Source: an optimization exercise on an open RTL-to-GDS flow (aim: small area, a short achievable clock period and few clock cycles per item). Production flows keep margins and buffers that such runs may drop. At most, simulation tests tie the RTL to the original design; equivalence was not proved. Only the layout flow was run in run 2; the RTL was not checked for function there.

===== flow/design.v =====
module mult(
 clk,
 rstx,
 mcand_is_signed,
 mlier_is_signed,
 start,
 mcand,
 mlier,
 prod,
 busy
);
parameter BW_CNT = 3,    
          BW_MCAND = 3,
          BW_MLIER = 4;
input                          clk;
input                          rstx;
input                          mcand_is_signed;
input                          mlier_is_signed;
input                          start;
input           [BW_MCAND-1:0] mcand;
input           [BW_MLIER-1:0] mlier;
output [BW_MCAND+BW_MLIER-1:0] prod;
output                         busy;
reg [BW_CNT-1:0] cnt;
wire cnt_eq_0 = (cnt == {BW_CNT{1'b0}});
always @(posedge clk or negedge rstx)
  if (~rstx)         cnt <= {BW_CNT{1'b0}};
  else if (start)    cnt <= BW_MLIER;
  else if (cnt_eq_0) cnt <= {BW_CNT{1'b0}};
  else               cnt <= cnt - {{(BW_CNT-1){1'b0}}, 1'd1};
wire cnt_eq_1 = (cnt == {{(BW_CNT-1){1'b0}}, 1'd1});
assign busy = ~cnt_eq_0;
wire last_stage_1 = cnt_eq_1 & mlier_is_signed;
reg [BW_MCAND+BW_MLIER-1:0] prod;
wire [BW_MCAND-1:0] prod1 = (prod[0] ? mcand : {BW_MCAND{1'b0}});
wire [BW_MCAND:0] sum = {   cnt_eq_1
                          ? mcand_is_signed | mlier_is_signed
                          : 1'b0
                        , prod[BW_MCAND+BW_MLIER-1:BW_MLIER] }
                      + { 1'b0
                        ,   {BW_MCAND{last_stage_1}}
                          ^ { prod1[BW_MCAND-1] ^ mcand_is_signed
                            , prod1[BW_MCAND-2:0] } }
                      + {{BW_MCAND{1'b0}}, last_stage_1};
always @(posedge clk or negedge rstx)
  if (~rstx)          prod <= {(BW_MCAND+BW_MLIER){1'b0}};
  else if (start)     prod <= {mcand_is_signed, {(BW_MCAND-1){1'b0}}, mlier};
  else if (~cnt_eq_0) prod <= {sum, prod[BW_MLIER-1:1]};
endmodule
module cordic_sqrt_seq (
 input         rstx,
 input         clk,
 input         start,
 input  [15:0] din,
 output        busy,
 output [15:0] dout
);
reg [3:0] cnt;
wire tracing = (cnt <= 4'd8);
always @(posedge clk or negedge rstx)
  if (!rstx)         cnt <= ~4'd0;
  else if (start)    cnt <=  4'd0;
  else if (!tracing) cnt <= ~4'd0;
  else               cnt <= cnt + 4'd1;
reg [3:0] shamt;
always @(*)
  case (cnt)
  4'd0: shamt = 4'd1;
  4'd1: shamt = 4'd2;
  4'd2: shamt = 4'd3;
  4'd3: shamt = 4'd4;
  4'd4: shamt = 4'd4;
  4'd5: shamt = 4'd5;
  4'd6: shamt = 4'd6;
  4'd7: shamt = 4'd7;
  4'd8: shamt = 4'd8;
  default: shamt = 4'd1;
  endcase
reg [21:0] coordy;
reg [21:0] coordx;
wire [29:0] coordy_shift = {{8{coordy[21]}}, coordy} >> shamt;
wire [29:0] coordx_shift = {{8{coordx[21]}}, coordx} >> shamt;
always @(posedge clk or negedge rstx)
  if (!rstx)        coordy <= 22'd0;
  else if (start)   coordy <= {{2'd0, din} - 18'h02000, 4'd0};
  else if (tracing) coordy <= coordy
                            + ( coordx_shift[21:0] ^ {22{~coordy[21]}} )
                            + {21'd0, ~coordy[21]};
always @(posedge clk or negedge rstx)
  if (!rstx)        coordx <= 22'd0;
  else if (start)   coordx <= {{2'd0, din} + 18'h02000, 4'd0};
  else if (tracing) coordx <= coordx
                            + ( coordy_shift[21:0] ^ {22{~coordy[21]}} )
                            + {21'd0, ~coordy[21]};
wire kick_mult = (cnt == 4'd9);
wire mult_busy;
wire [40:0] prod;
mult #(.BW_CNT(5), .BW_MCAND(22), .BW_MLIER(20)) i_mult (
 .mcand_is_signed (1'b1),
 .mlier_is_signed (1'b0),
 .rstx            (rstx),
 .clk             (clk),
 .start           (kick_mult),
 .mcand           (coordx),
 .mlier           (20'h9A8F3),
 .busy            (mult_busy),
 .prod            (prod)
);
assign busy = tracing | kick_mult | mult_busy;
assign dout = prod[38:23] + {15'd0, prod[22]};
endmodule

===== flow/config.mk =====
export PLATFORM = sky130hd
export DESIGN_NAME = cordic_sqrt_seq
export DESIGN_NICKNAME = cordic_sqrt_seq
export VERILOG_FILES = /design/flow/design.v
export SDC_FILE = /design/flow/constraint.sdc
export NUM_CORES = 4
export LEC_CHECK = 0
export CAP_MARGIN = 20
export CORE_MARGIN = 2
export CORE_UTILIZATION = 40
export SLEW_MARGIN = 20

===== flow/constraint.sdc =====
create_clock -name core_clock -period 6.0 [get_ports {clk}]
set_input_delay 1.2000 -clock core_clock [delete_from_list [all_inputs] [get_ports {clk}]]
set_output_delay 1.2000 -clock core_clock [all_outputs]
set_load 0.01 [all_outputs]

===== flow/run.sh =====
#!/bin/bash
# synth_recipe.tcl (not shown) runs the flow's synth.tcl, then flattens the netlist and writes it again
# the make line also repeats each setting of config.mk as NAME=value (left out here)
make -C /OpenROAD-flow-scripts/flow DESIGN_CONFIG=/design/flow/config.mk WORK_HOME=/design/flow/orfs CLKGATE_MAP_FILE= SYNTH_SCRIPT=/design/flow/synth_recipe.tcl finish

==> out/results.ini, run 1 <==
[clock_tree]
cts_tree=built
clkTransAtPathRegs_ns=0.08
htreeDepth=3
cts_buffers=9
root_buffer=clkbuf_16
clock_sinks=95
clk_path_buf_depth=2
clkLatencyLatePin_ns=0.37
cts_setup_buffers=0

[place]
dp_worst_setup_slack_ns=0.434
numPortBuffers=35
gp_congestion=0.930
hpwl_um=22200

[setup_path]
reg2reg_from=cnt[0]$_DFF_PN1_
cpMaxStageDelayCell=nand2b_1
endpoint_kind=register
r2r_cells=23
worstPathRequired_ns=6.25
cpMostUsedCell=o21ai_0
reg2reg_to=coordy[20]$_DFFE_PN0P_
r2r_slack_ns=0.46
cpPeakStageDelay_ns=0.59
worst-path-max-fanout=14
crit_type=reg -> reg
worstSetupStartpointType=register
arrival_ns=5.79
path_cells=inv_1 > ha_1 > nand2b_1 > nor2_1 > a211o_1 > o32a_1 > nand2_1 > o21ai_0 > nand2_1 > o21ai_0 > fa_1 > nand3b_1 > a21boi_0 > o21ai_0 > a21boi_0 > o311a_1 > o41ai_1 > buf_4 > o211ai_1 > o211ai_1 > o21ai_0 > xor2_1 > a221o_1

[run_status]
status=no timing/DRC/antenna violations

[logic_synthesis]
synth_edf_count=0
synth.net_count=1376
yosys_warnings=3
syn_inst=1278
yosysTopAreaCell=dfrtp_1
ys_top_cells_by_area=dfrtp_1 23%, ha_1 9.5%, xnor2_1 7.8%
synth-seq-area-share_pct=23.8
avgSynthCellArea_um2=7.84
synthArstFlopShare_pct=100
synth.top_cell.area_share_pct=22.7
yosysMostFrequentCell=nand2_1
ys_ff_latch=95
synth_ff_type=dfrtp_1
synthesis.area_um2=10000
synthDistinctLibCells=77
synth_common_cells=168 x nand2_1, 126 x a21oi_1, 111 x nor2_1

[detailed_routing]
routed_via_density=5.76
route.met3.wl_um=1180
drc_errors=0
route.top_layer_used=met4
drt_iter0_drc=770
wl_met2_um=13300
totalWireLength_um=29700
vias=9247
firstDrtPassIters=6
avgRoutedWirePerCell_um=18.5
wl_met1_um=14400
ant_nets=0

[hold_path]
min_path_cells=1
hp-start=i_mult.cnt[0]$_DFF_PN0_
min_path_type=reg -> reg
whs_endpoint=i_mult.cnt[0]$_DFF_PN0_

[sta]
min_period_ns=5.54
hold_viol_final=0
holdWs_ns=0.495
maxSlewViolCount=0
timing.fmax_ghz=0.180
tightest_slew_ns=0.882
setup_ws_ns=0.459
setup_viol=0
rsz0062_at_grt=false
maxSlewHeadroom_pct=41.2
fin_crit_sh_pct=92.4
clock_skew_ns=0.0156
fin_setup_tns_ns=0

[floorplanning]
rows=57
core_um2=24500
die_area_um2=26300
fp.dieH_um=162
ios=36
die_width_um=162
initial_core_util_pct=41.0

[cells_and_area]
drive_gt1_share_pct=7.10
fillers=2419
num_antenna_cells=0
finalNetCount=1374
syn_to_final_growth_pct=9.61

[grt]
grt_pass1_vias=8620
grt.total_usage_pct=22.8
grt_pass1_wl_um=47600
grt_antenna_before_repair=0
overflow=0
grt_max_degree=51

[job]
maxCapViolCount=0

cells by family (layout without fill, tap and decap cells):
| kind of cell | count (synthesis) | count (layout) | synth area share [%] |
|---|---|---|---|
| AOI/OAI and AO/OA | 375 | 375 | 24.3 |
| xor gates and xnor gates | 112 | 112 | 9.79 |
| adders and majority gates | 79 | 79 | 10.1 |
| buffers and inverters | 108 | 111 | 4.51 |
| DFF | 95 | 95 | 23.8 |
| muxes | 79 | 79 | 8.06 |
| and+or+nand+nor | 430 | 430 | 19.5 |
repair_timing:
action	in CTS	in global routing
hold buffers	0	0
hold endpoints to repair	0	0
resized for setup	0	2
setup endpoints to repair	0	3
critical path, delay by kind of cell (launching register included):
| family | cells | cell delay, ns |
|---|---|---|
| flip-flops | 1 | 0.41 |
| AO/OA/AOI/OAI | 13 | 2.76 |
| XOR/XNOR | 1 | 0.09 |
| buffers and inverters | 2 | 0.32 |
| adder cells (fa/ha/maj) | 2 | 0.76 |
| AND/OR/NAND/NOR | 5 | 1.08 |
placed cells by master, fill, tap and decap left out, drive strengths merged, types with 4 or more instances in the layout:
cell type,instances
nor3,21
xor2,23
mux2,14
o21a,8
buf,31
clkinv,5
a211oi,20
ha,76
nand3b,4
nor2b,5
nand2b,16
o21ai,68
dfstp,4
or3,11
a21oi,128
clkbuf,9
a21o,34
and4,4
xnor2,89
o221ai,19
and3,12
a31oi,10
a211o,8
dfrtp,91
o211ai,14
nand4,9
inv,33
o22ai,13
clkdlybuf4s50,33
and2,26
or2,7
o211a,4
nand3,29
o31ai,7
mux2i,65
nor2,111
nand2,169
o21bai,7
worst max path at each step:
stage / start / endpoint / slack [ns]
6_report: cnt[0]$_DFF_PN1_ / coordy[20]$_DFFE_PN0P_ / 0.46
5_1_grt: cnt[0]$_DFF_PN1_ / coordy[20]$_DFFE_PN0P_ / 0.04
4_1_cts: cnt[0]$_DFF_PN1_ / coordy[20]$_DFFE_PN0P_ / 0.40
3_3_place_gp: cnt[0]$_DFF_PN1_ / coordy[20]$_DFFE_PN0P_ / 0.49
2_1_floorplan: cnt[0]$_DFF_PN1_ / coordy[20]$_DFFE_PN0P_ / 0.35
3_5_place_dp: cnt[0]$_DFF_PN1_ / coordy[20]$_DFFE_PN0P_ / 0.43
per-stage QoR:
stage | util (%) | cell area (um2) | cells
after floorplan | - | 10000 | 1278
after global placement | 43.6 | 10700 | 1589
after detailed placement | 43.6 | 10700 | 1589
after CTS | 44.9 | 11000 | 1605
after global routing | 44.9 | 11000 | 1605
final | 44.9 | 11000 | 1605
routing by layer:
layer | global-route usage [%] | vias to the layer above
li1 | - | 4603
met1 | 32.4 | 4388
met2 | 36.1 | 214
met3 | 2.43 | 42
met4 | 7.60 | 0
met5 | 0 | -
final cells by class:
class | instances | area (um2) | area share [%]
Clock buffer | 9 | 225 | 2.05
Clock inverter | 7 | 83.8 | 0.763
Inverter | 31 | 116 | 1.06
Multi-Input combinational cell | 1075 | 7210 | 65.6
Sequential cell | 95 | 2380 | 21.7
Tap cell | 324 | 405 | 3.69
Timing Repair Buffer | 64 | 564 | 5.14
flip-flops by register name, indices dropped and copies added, names as in the netlist:
signal / cells
coordx: 22
cnt: 4
i_mult.prod: 42
coordy: 22
i_mult.cnt: 5
Testbench counts, summed over its fixed seeds: cycles 248,000, items 8,000.
==> inputs of run 2 (changes only) <==
--- a/flow/design.v
+++ b/flow/design.v
@@ -57,55 +57,58 @@
 );
-reg [3:0] cnt;
-wire tracing = (cnt <= 4'd8);
+reg [4:0] cnt;
 always @(posedge clk or negedge rstx)
-  if (!rstx)         cnt <= ~4'd0;
-  else if (start)    cnt <=  4'd0;
-  else if (!tracing) cnt <= ~4'd0;
-  else               cnt <= cnt + 4'd1;
-reg [3:0] shamt;
-always @(*)
+  if (!rstx)              cnt <= 5'd0;
+  else if (start)         cnt <= 5'd1;
+  else if (cnt == 5'd17)  cnt <= 5'd0;
+  else if (cnt != 5'd0)   cnt <= cnt + 5'd1;
+assign busy = (cnt != 5'd0);
+reg [3:0] sx;    
+reg [3:0] sy;    
+reg       mm;    
+always @(*) begin
+  sy = 4'd1;
   case (cnt)
-  4'd0: shamt = 4'd1;
-  4'd1: shamt = 4'd2;
-  4'd2: shamt = 4'd3;
-  4'd3: shamt = 4'd4;
-  4'd4: shamt = 4'd4;
-  4'd5: shamt = 4'd5;
-  4'd6: shamt = 4'd6;
-  4'd7: shamt = 4'd7;
-  4'd8: shamt = 4'd8;
-  default: shamt = 4'd1;
+  5'd1: sy = 4'd1;
+  5'd2: sy = 4'd2;
+  5'd3: sy = 4'd3;
+  5'd4: sy = 4'd4;
+  5'd5: sy = 4'd4;
+  5'd6: sy = 4'd5;
+  5'd7: sy = 4'd6;
+  5'd8: sy = 4'd7;
+  5'd9: sy = 4'd8;
+  default: sy = 4'd1;
   endcase
-reg [21:0] coordy;
-reg [21:0] coordx;
-wire [29:0] coordy_shift = {{8{coordy[21]}}, coordy} >> shamt;
-wire [29:0] coordx_shift = {{8{coordx[21]}}, coordx} >> shamt;
-always @(posedge clk or negedge rstx)
-  if (!rstx)        coordy <= 22'd0;
-  else if (start)   coordy <= {{2'd0, din} - 18'h02000, 4'd0};
-  else if (tracing) coordy <= coordy
-                            + ( coordx_shift[21:0] ^ {22{~coordy[21]}} )
-                            + {21'd0, ~coordy[21]};
-always @(posedge clk or negedge rstx)
-  if (!rstx)        coordx <= 22'd0;
-  else if (start)   coordx <= {{2'd0, din} + 18'h02000, 4'd0};
-  else if (tracing) coordx <= coordx
-                            + ( coordy_shift[21:0] ^ {22{~coordy[21]}} )
-                            + {21'd0, ~coordy[21]};
-wire kick_mult = (cnt == 4'd9);
-wire mult_busy;
-wire [40:0] prod;
-mult #(.BW_CNT(5), .BW_MCAND(22), .BW_MLIER(20)) i_mult (
- .mcand_is_signed (1'b1),
- .mlier_is_signed (1'b0),
- .rstx            (rstx),
- .clk             (clk),
- .start           (kick_mult),
- .mcand           (coordx),
- .mlier           (20'h9A8F3),
- .busy            (mult_busy),
- .prod            (prod)
-);
-assign busy = tracing | kick_mult | mult_busy;
-assign dout = prod[38:23] + {15'd0, prod[22]};
+  mm = 1'b0;
+  case (cnt)
+  5'd10: begin sx = 4'd1; mm = 1'b0; end
+  5'd11: begin sx = 4'd3; mm = 1'b1; end
+  5'd12: begin sx = 4'd4; mm = 1'b1; end
+  5'd13: begin sx = 4'd3; mm = 1'b0; end
+  5'd14: begin sx = 4'd2; mm = 1'b0; end
+  5'd15: begin sx = 4'd2; mm = 1'b1; end
+  5'd16: begin sx = 4'd2; mm = 1'b1; end
+  5'd17: begin sx = 4'd2; mm = 1'b0; end
+  default: sx = sy;
+  endcase
+end
+wire cordic = (cnt <= 5'd9);
+reg  [20:0] X;
+reg  [20:0] Y;
+wire        yneg = Y[20];
+wire        mx   = cordic ? ~yneg : mm;
+wire        cx   = cordic & ~yneg;
+wire [20:0] ysh  = $signed(Y) >>> sx;
+wire [20:0] xsh  = X >> sy;
+wire [20:0] xsum = X + (ysh ^ {21{mx}}) + {20'd0, cx};
+wire [20:0] ysum = Y + (xsh ^ {21{~yneg}}) + {20'd0, ~yneg};
+always @(posedge clk)
+  if (start) begin
+    X <= {{1'b0, din} + 17'h02000, 4'd0};
+    Y <= {{1'b0, din} - 17'h02000, 4'd0};
+  end else if (cnt != 5'd0) begin
+    if (cordic) X <= xsum;
+    Y <= (cnt >= 5'd9) ? xsum : ysum;
+  end
+assign dout = Y[19:4] + {15'd0, Y[3]};
 endmodule
==> out/results.ini, run 2 <==
[sta]
maxSlewHeadroom_pct=25.7  ; -15 points
min_period_ns=5.71  ; +0.165 ns
hold_viol_final=0  ; unchanged
timing.fmax_ghz=0.175  ; -2.9%
setup_ws_ns=0.294  ; -0.165 ns
fin_crit_sh_pct=95.1  ; +2.7 points
clock_skew_ns=0.00971  ; -0.00585 ns
rsz0062_at_grt=false
setup_viol=0  ; unchanged
tightest_slew_ns=1.11  ; +0.228 ns
maxSlewViolCount=0  ; unchanged

[setup_path]
worstPathRequired_ns=6.07  ; -0.18 ns
cp.buffers_inverters=2  ; unchanged
cpPeakStageDelay_ns=0.47  ; -0.12 ns
crit_type=reg -> reg
worst-path-max-fanout=22  ; +8
arrival_ns=5.78  ; about the same
cpMaxStageDelayCell=fa_1
worstSetupStartpointType=register
endpoint_kind=register
crit_family=compound AO/OA/AOI/OAI gates
path_cells=inv_1 > ha_1 > mux2_2 > a211oi_4 > o211ai_2 > buf_12 > mux2i_1 > mux2i_1 > mux2_2 > a21oi_2 > xnor2_1 > fa_1 > fa_1 > nor2b_1 > o21ai_0 > a21oi_1 > o21bai_1 > a211o_1 > a21oi_2 > o31a_1 > a21oi_1 > a221o_1

[logic_synthesis]
yosysMostFrequentCell=nand2_1
ys_top_cells_by_area=edfxtp_1 15%, mux2i_1 9.5%, ha_1 8.4%
synth.net_count=917  ; -33%
synth.top_cell.area_share_pct=14.7  ; -8.0 points
synth_ff_type=edfxtp_1
ys_ff_latch=47  ; -51%
avgSynthCellArea_um2=8.21  ; +4.6%
synthesis.area_um2=6960  ; -31%
synthDistinctLibCells=82  ; +6.5%
yosys_warnings=1  ; -2
synth_edf_count=34  ; +34
yosysTopAreaCell=edfxtp_1
syn_inst=848  ; -34%
synth_common_cells=101 x nand2_1, 66 x a21oi_1, 66 x mux2i_1
synthArstFlopShare_pct=10.6  ; -89 points
synth-seq-area-share_pct=18.8  ; -5.0 points

[clock_tree]
clkLatencyLatePin_ns=0.32  ; -0.05 ns
root_buffer=clkbuf_16
clk_path_buf_depth=2  ; unchanged
ctsHoldBuffers=0  ; unchanged
clkTransAtPathRegs_ns=0.08  ; about the same
clock_sinks=47  ; -51%
cts_buffers=5  ; -4
cts_tree=built
htreeDepth=2  ; -1

[cells_and_area]
mostFrequentLayoutCells=101 x nand2_1, 66 x mux2i_1, 63 x a21oi_1
finalNetCount=943  ; -31%
syn_to_final_growth_pct=12.8
drive_gt1_share_pct=10.9  ; +3.8 points
reg_top3=X (21), Y (21), cnt (5)
finish.instance_area_um2=7850  ; -29%
final_common_cell=nand2_1
num_antenna_cells=0  ; unchanged
final_core_util_pct=45.7  ; +0.80 points
fin_cells=1100  ; -31%

[grt]
grt_pass1_vias=6043  ; -30%
grt_antenna_before_repair=0  ; unchanged
overflow=0  ; unchanged
grt.total_usage_pct=25.4  ; +2.7 points
grt_max_degree=33  ; -35%
grt_pass1_wl_um=35700  ; -25%

[floorplanning]
die_area_um2=18500  ; -30%
ios=36  ; unchanged
die_width_um=136  ; -16%
core_um2=17200  ; -30%
rows=48  ; -16%
initial_core_util_pct=40.5  ; -0.46 points
fp.dieH_um=136  ; -16%

[place]
dp_worst_setup_slack_ns=-0.0143  ; -0.448 ns
placed_area_um2=7590  ; -29%
numPortBuffers=35  ; unchanged
dp.cells=1089  ; -31%
gp_congestion=0.964  ; +3.7%
hpwl_um=18200  ; -18%

[detailed_routing]
vias=6738  ; -27%
routed_via_density=6.13  ; +6.3%
drc_errors=0  ; unchanged
drt_iter0_drc=799  ; +3.8%
ant_nets=0  ; unchanged
firstDrtPassIters=5  ; -1
avgRoutedWirePerCell_um=21.4  ; +15%
totalWireLength_um=23500  ; -21%

[job]
maxCapViolCount=0  ; unchanged

[hold_path]
min_path_type=reg -> reg

[run_status]
status=no timing/DRC/antenna violations

run 2: routing by layer:
metal	part of all wire, %	GRT usage, %	up-vias
li1	-	-	3190
met1	47	37.9	3229
met2	43	38.6	291
met3	7.8	3.06	28
met4	2.5	6.83	0
met5	0	0	-
run 2: worst register-to-register path, stage by stage (launching register included):
cell and delay [ns]:
dfrtp_2 0.45, inv_1 0.10, ha_1 0.26, mux2_2 0.31, a211oi_4 0.32, o211ai_2 0.18, buf_12 0.21, mux2i_1 0.24
mux2i_1 0.15, mux2_2 0.31, a21oi_2 0.20, xnor2_1 0.11, fa_1 0.47, fa_1 0.42, nor2b_1 0.13, o21ai_0 0.12
a21oi_1 0.24, o21bai_1 0.15, a211o_1 0.35, a21oi_2 0.20, o31a_1 0.17, a21oi_1 0.07, a221o_1 0.33
run 2: worst paths after layout:
kind	slack, ns	depth (start not counted)	endpoint	startpoint
worst max-delay path	0.29	22	Y[18]$_DFFE_PP_	cnt[0]$_DFFE_PN0P_
worst min-delay path	0.53	2	Y[1]$_SDFFE_PP0P_	Y[1]$_SDFFE_PP0P_
worst max register to register	0.29	22	Y[18]$_DFFE_PP_	cnt[0]$_DFFE_PN0P_
worst min register to register	0.53	2	Y[1]$_SDFFE_PP0P_	Y[1]$_SDFFE_PP0P_
max in group asynchronous	4.68	1	cnt[0]$_DFFE_PN0P_	rstx
min in group asynchronous	1.11	1	cnt[1]$_DFFE_PN0P_	rstx
run 2: final cells by class:
type	count	area, um2
fillers	1704	9320
multi-input cells	736	5430
flip-flops and latches	47	1310
repair buffers	62	578
well taps	225	282
clock buffers	5	125
inverters	22	82.6
clock inverters	3	46.3
run 2: kinds of logic after synthesis:
| logic type | after synthesis | synth area share [%] |
|---|---|---|
| DFF | 47 | 18.8 |
| AOI/OAI and AO/OA | 223 | 21.2 |
| and+or+nand+nor | 290 | 20.5 |
| xor gates and xnor gates | 83 | 10.4 |
| adders and majority gates | 50 | 9.31 |
| muxes | 90 | 15.6 |
| buffers and inverters | 65 | 4.19 |
run 2: repair_timing:
item | CTS | global route
setup buffers | 0 | 3
resized for setup | 1 | 16
endpoints found under the setup margin | 1 | 14
gates cloned | 0 | 0
pin swaps | 0 | 2
run 2: metrics by stage:
stage,setup TNS [ns],hold slack (ns)
detailed placement,-0.0143,0.520
global placement,0,0.510
finish,0,0.531
global route,0,0.568
floorplan,0,0.461
CTS,0,0.531

==> re-timing with driven ports <==
No port has a modelled driver above. Below, the same layouts with a new extraction and two added sets of constraints. Step 1 (the two cells are an assumption about what drives the block):
set clk [get_ports {clk}]
set_driving_cell -lib_cell sky130_fd_sc_hd__clkbuf_16 $clk
set_driving_cell -lib_cell sky130_fd_sc_hd__buf_2 [delete_from_list [all_inputs] $clk]
Step 2 moves the port delays by t, midway between the first and last clock arrival at a register: inputs arrive t later, outputs are due t later. That takes back most of the time a late clock gives input paths. Slacks: no drivers / after step 1 / after step 2; pairs: no drivers / after step 1.
run	shift t [ns]	setup WS [ns]	slew at the worst register clock pin (ns)	worst data-port slew with drivers (ns)
run 1	0.409	0.459 / 0.459 / 0.459	0.09 / 0.09	0.04
run 2	0.354	0.294 / 0.294 / 0.294	0.08 / 0.08	0.03
After both steps setup and hold are still met in every run listed.
